Source: an optimization exercise on an open RTL-to-GDS flow (aim: small area). Production flows keep margins and buffers that such runs may drop. The RTL was checked by simulation tests, not by an equivalence proof against the original design. The flow treats the clock pin as an ideal source. Dropping or thinning the clock tree relies on that and would not hold on a real chip. Power is estimated from default activity; no workload was simulated.

==> inputs of run a <==
// traffic_light_controller
module traffic_light_controller(
  input         clk, reset,
                e_left_sensor,   
                 e_str_sensor,
                w_left_sensor,
                 w_str_sensor,
                    ns_sensor,
  output light_package::colors e_left_light ,   
                 e_str_light ,
                w_left_light ,
                 w_str_light ,
                    ns_light );
==> module traffic_light_controller, before the edit <==
module traffic_light_controller(
  input         clk, reset,
                e_left_sensor,   
                 e_str_sensor,
                w_left_sensor,
                 w_str_sensor,
                    ns_sensor,
  output light_package::colors e_left_light ,   
                 e_str_light ,
                w_left_light ,
                 w_str_light ,
                    ns_light );
  logic [2:0] mov, next_mov;
  logic [3:0] ph,  next_ph;
  always_ff @(posedge clk)
    if (reset) begin
      mov <= 3'd3;
      ph  <= 4'd0;
    end else begin
      mov <= next_mov;
      ph  <= next_ph;
    end
  wire el = e_left_sensor, es = e_str_sensor, wl = w_left_sensor,
       ws = w_str_sensor,  ns = ns_sensor;
  wire h = (~ph[0] & ~ph[1] & ~ph[3]);
  wire g = (ph[0]) | (ph[1]);
  wire yz = (~ph[0] & ~ph[1] & ph[3]);
  wire not_n = (~mov[1]) | (~mov[0]) | (mov[2]);
  wire own_all = (mov[0] & mov[1] & ~mov[2] & ns) | (~mov[0] & mov[1] & el & es) | (mov[2] & el & wl) | (mov[0] & ~mov[1] & es & ws) | (~mov[0] & ~mov[1] & wl & ws);
  wire other_any = el | es | wl | ws | (ns & not_n);
  assign next_ph[0] = (ph[0] & ~ph[2]) | (~ph[0] & ph[2] & ~ph[3]) | (ph[0] & ph[1] & ph[3]) | (~ph[1] & ~ph[3] & other_any) | (ph[0] & ~ph[1] & ~own_all) | (~ph[1] & ph[2] & ~ph[3]);
  assign next_ph[1] = (ph[0] & ~own_all) | (ph[0] & ph[2]) | (ph[0] & ~ph[1] & other_any) | (~ph[0] & ph[1] & ~ph[3]);
  assign next_ph[2] = (ph[1] & ~ph[2]) | (ph[0] & ph[3]) | (~ph[0] & ph[1]) | (ph[0] & ~ph[1] & ~own_all);
  assign next_ph[3] = (~ph[0] & ph[1]) | (~ph[1] & ph[2] & ~ph[3]) | (~ph[0] & ph[2]) | (ph[0] & ~ph[2] & ~own_all) | (ph[1] & ~ph[2] & ph[3]) | (~ph[1] & ph[2] & ~own_all);
  assign next_mov[0] = (mov[0] & ~h) | (mov[0] & ~el & ~es & ~wl & ~ws) | (~mov[0] & el & ~wl & ~ws & h) | (~mov[0] & ~mov[1] & wl & h) | (mov[0] & mov[1] & es) | (~mov[0] & ~mov[1] & ws & h) | (mov[0] & mov[1] & ws) | (mov[2] & ns) | (~mov[0] & ~wl & ~ws & ns & h) | (~mov[0] & es & ~wl & ~ws & h);
  assign next_mov[1] = (mov[1] & ~h) | (mov[1] & ~es & ~wl & ~ws) | (mov[0] & ~mov[1] & es & h) | (~mov[0] & ~mov[1] & wl & h) | (~mov[1] & el & h) | (mov[2] & ns) | (~mov[0] & ~mov[1] & ns & h) | (mov[0] & mov[1] & el & ~es & ~ws) | (~mov[0] & el & ~wl & ~ws & h) | (~mov[0] & mov[1] & ~wl & ~ws & ns) | (~mov[1] & ~wl & ~ws & ns & h);
  assign next_mov[2] = (mov[2] & ~h) | (mov[2] & ~el & ~es & ~wl & ~ws & ~ns) | (~mov[0] & el & ~wl & ~ws & h) | (~mov[0] & ~mov[1] & wl & h) | (~mov[0] & ~mov[1] & el & h);
  wire u_el = (~mov[0] & mov[1]) | (mov[2]);
  wire u_es = (mov[0] & ~mov[1]) | (~mov[0] & mov[1]);
  wire u_wl = (~mov[0] & ~mov[1]) | (mov[2]);
  wire u_ws = (~mov[1]);
  wire u_ns = (mov[0] & mov[1] & ~mov[2]);
  assign e_left_light = light_package::colors'({g & u_el, yz & u_el});
  assign e_str_light  = light_package::colors'({g & u_es, yz & u_es});
  assign w_left_light = light_package::colors'({g & u_wl, yz & u_wl});
  assign w_str_light  = light_package::colors'({g & u_ws, yz & u_ws});
  assign ns_light     = light_package::colors'({g & u_ns, yz & u_ns});
endmodule
export LEC_CHECK = 0
export CAP_MARGIN = 20
export CORE_AREA = 2.3 2.72 57.7 57.28
export CTS_BUF_LIST = sky130_fd_sc_hd__clkbuf_1 sky130_fd_sc_hd__clkbuf_2
export DIE_AREA = 0 0 60 60
export SLEW_MARGIN = 20
create_clock -name core_clock -period 7.0 [get_ports {clk}]
standard.sh (not shown) runs the stock make flow with config.mk's settings and CLKGATE_MAP_FILE= SYNTH_SCRIPT=/design/flow/synth_recipe.tcl, a recipe that flattens the netlist after the stock synthesis.
==> flow/flow/run.sh <==
#!/bin/bash
# Standard ORFS layout with three changes:
#  - synthesis maps the logic with an area-oriented ABC script (flow/abc.script)
#    in place of ORFS's own; everything else in synthesis is the standard script;
#  - port buffers are sky130_fd_sc_hd__buf_1 cells;
#  - the clock tree is a single buffer (flow/cts_simple.tcl) in place of
#    TritonCTS's tree; the rest of the CTS step (repair, placement) is standard.
set -euo pipefail
cd "$(dirname "$0")/.."
W=$PWD
rm -rf "$W/scripts_mod"
cp -r "$FLOW_HOME/scripts" "$W/scripts_mod"
cp "$W/flow/abc.script" "$W/scripts_mod/abc_area.script"
python3 - "$W/scripts_mod/cts.tcl" "$W/flow/cts_simple.tcl" <<'PY'
import sys
p, s = sys.argv[1], sys.argv[2]
t = open(p).read()
old = "log_cmd clock_tree_synthesis {*}$cts_args"
assert old in t
open(p, "w").write(t.replace(old, "source " + s))
PY
export SCRIPTS_DIR="$W/scripts_mod"
export SIMPLE_CTS_BUF=sky130_fd_sc_hd__clkbuf_4
export BUFFER_PORTS_ARGS="-buffer_cell sky130_fd_sc_hd__buf_1"
ABC_AREA=1 bash standard.sh synth > "$W/synth.log" 2>&1
bash standard.sh > "$W/layout.log" 2>&1
==> flow/flow/abc.script <==
strash
&get -n
&deepsyn -T 30
&put
dch
amap
topo
stime -c
==> flow/flow/cts_simple.tcl <==
# Clock tree for a handful of flip-flops: one clock buffer, placed at the
# centroid of the flip-flops, drives every clock pin.
set block [ord::get_db_block]
set sx 0.0; set sy 0.0; set n 0
foreach inst [$block getInsts] {
  if {[string match "sky130_fd_sc_hd__df*" [[$inst getMaster] getName]]} {
    set loc [$inst getLocation]
    set sx [expr {$sx + [lindex $loc 0]}]
    set sy [expr {$sy + [lindex $loc 1]}]
    incr n
  }
}
set dbu [$block getDbUnitsPerMicron]
set x [expr {$sx / $n / $dbu}]
set y [expr {$sy / $n / $dbu}]
puts "simple CTS: $n flip-flops, buffer at $x $y"
insert_buffer -buffer_cell $::env(SIMPLE_CTS_BUF) -net [get_nets clk] -location [list $x $y] -buffer_name clkbuf_root -net_name clk_root
set_propagated_clock [all_clocks]
report_clock_skew
==> run b (differences from run a) <==
==> flow/design.v (replaced) <==
package light_package;
  typedef enum logic[1:0] {red, yellow, green} colors;
endpackage
import light_package ::*;
module traffic_light_controller(
  input         clk, reset,
                e_left_sensor,   
                 e_str_sensor,
                w_left_sensor,
                 w_str_sensor,
                    ns_sensor,
  output light_package::colors e_left_light ,   
                 e_str_light ,
                w_left_light ,
                 w_str_light ,
                    ns_light );
  localparam logic [2:0] MS = 3'b000, ME = 3'b001, MW = 3'b010,
                         ML = 3'b011, MN = 3'b111;
  localparam logic [3:0] PH = 4'd0, PZ = 4'd1, PY = 4'd2, PIDLE = 4'd12;
  logic [2:0] mov, next_mov;
  logic [3:0] ph,  next_ph;
  always_ff @(posedge clk)
    if (reset) begin
      mov <= MN;
      ph  <= PH;
    end else begin
      mov <= next_mov;
      ph  <= next_ph;
    end
  wire el = e_left_sensor, es = e_str_sensor, wl = w_left_sensor,
       ws = w_str_sensor,  ns = ns_sensor;
  wire sx = es | ws, ex = el | es, wx = wl | ws, lx = el | wl, nx = ns;
  logic own_all, other_any;
  always_comb begin
    case (mov)
      MS:      own_all = es & ws;
      ME:      own_all = el & es;
      MW:      own_all = wl & ws;
      ML:      own_all = el & wl;
      default: own_all = ns;
    endcase
    other_any = el | es | wl | ws | (ns & (mov != MN));
  end
  always_comb begin
    next_mov = mov;
    next_ph  = ph;
    if (ph == PH) begin
      next_ph = PIDLE;
      case (mov)
        MS:      if (ex) next_mov = ME; else if (wx) next_mov = MW; else if (lx) next_mov = ML; else if (nx) next_mov = MN; else next_ph = PH;
        ME:      if (wx) next_mov = MW; else if (lx) next_mov = ML; else if (nx) next_mov = MN; else if (sx) next_mov = MS; else next_ph = PH;
        MW:      if (lx) next_mov = ML; else if (nx) next_mov = MN; else if (sx) next_mov = MS; else if (ex) next_mov = ME; else next_ph = PH;
        ML:      if (nx) next_mov = MN; else if (sx) next_mov = MS; else if (ex) next_mov = ME; else if (wx) next_mov = MW; else next_ph = PH;
        default: if (sx) next_mov = MS; else if (ex) next_mov = ME; else if (wx) next_mov = MW; else if (lx) next_mov = ML; else next_ph = PH;
      endcase
    end else if (ph == PIDLE) begin
      if (!own_all)       next_ph = 4'd6;    
      else if (other_any) next_ph = 4'd11;   
    end else if (!own_all && ph > 4'd7)
      next_ph = 4'd6;
    else
      next_ph = ph - 4'd1;
  end
  wire g  = ph >= 4'd3;
  wire yz = (ph == PY) || (ph == PZ);
  wire a = mov[0], b = mov[1], n = mov[2];
  assign e_left_light = light_package::colors'({g & a & ~n, yz & a & ~n});
  assign w_left_light = light_package::colors'({g & b & ~n, yz & b & ~n});
  assign e_str_light  = light_package::colors'({g & ~b, yz & ~b});
  assign w_str_light  = light_package::colors'({g & ~a, yz & ~a});
  assign ns_light     = light_package::colors'({g & n, yz & n});
endmodule
--- a/flow/flow/run.sh
+++ b/flow/flow/run.sh
@@ -22,5 +22,5 @@
 export SCRIPTS_DIR="$W/scripts_mod"
 export SIMPLE_CTS_BUF=sky130_fd_sc_hd__clkbuf_4
 export BUFFER_PORTS_ARGS="-buffer_cell sky130_fd_sc_hd__buf_1"
-ABC_AREA=1 bash standard.sh synth > "$W/synth.log" 2>&1
+ADDER_MAP_FILE= ABC_AREA=1 bash standard.sh synth > "$W/synth.log" 2>&1
 bash standard.sh > "$W/layout.log" 2>&1
==> results.py <==
metrics = {
    "critical_path": {
        "crit_type": "flop to output pin",
        "ff2ff_path_depth": 9,
        "crit_path_end_kind": "output pin",
    },
    "outcome": {
        "status": "no timing/DRC/antenna violations",
    },
    "layout": {
        "instances_no_fill": 121,
    },
    "synthesis": {
        "ys_top_cells_by_area": "dfxtp_1, nor2_1, clkinv_1, nand2_1, o21ai_0",
    },
    "route": {
        "finalWirelength_um": 1113,
    },
    "pwr": {
        "seqPwrFrac_pct": 34.6,
        "power.total_uw": 231.8,
    },
}
the above is filed under run b

==> results.py <==
metrics = {
    "outcome": {
        "status": "no timing/DRC/antenna violations",
    },
    "pwr": {
        "seqPwrFrac_pct": 35.5,
        "power.total_uw": 176.6,
        "powerComb_uw": 97.4,
    },
    "layout": {
        "instances_no_fill": 133,
    },
    "critical_path": {
        "cp.arrival_ns": 2.88,
        "crit_path_end_kind": "flop",
        "ff2ff_path_depth": 8,
    },
    "placement": {
        "dp_slack_ns": 3.996,
    },
    "hold_path": {
        "hp-start": "mov[2]$_SDFF_PP0_",
    },
    "route": {
        "finalWirelength_um": 1345,
    },
}
the above is filed under run a

No run of this note takes its clock network from TritonCTS; it comes from the design's own scripts or RTL.

-- separate check: timing with driven ports --
The flow's constraints put no driver on any port. The routed layouts listed below were extracted and timed again, unchanged, in two steps. Step 1 sets driving cells, clkbuf_16 on the clock port and buf_2 on the other inputs (assumed; they add their load-dependent delay and slew). Step 2 moves the port delays by t, midway between the first and last clock arrival at a register: inputs arrive t later, outputs are due t later. That takes back most of the time a late clock gives input paths. Three values: no drivers, after step 1, after step 2; two values: the first two.
run	shift t [ns]	slack for setup (ns)	worst hold slack (ns)	clock arrival spread, ns	worst register clock-pin slew, ns
run a	0.161	4.137 / 4.137 / 3.976	0.523 / 0.523 / 0.523	0.001 / 0.000	0.08 / 0.08
run b	0.161	3.931 / 3.912 / 3.952	0.524 / 0.524 / 0.524	0.000 / 0.000	0.07 / 0.07
After both steps every run listed still meets setup and hold. The setup slack of run a, which loses most, moves by 0.000 ns with the drivers and by -0.161 ns with both steps.
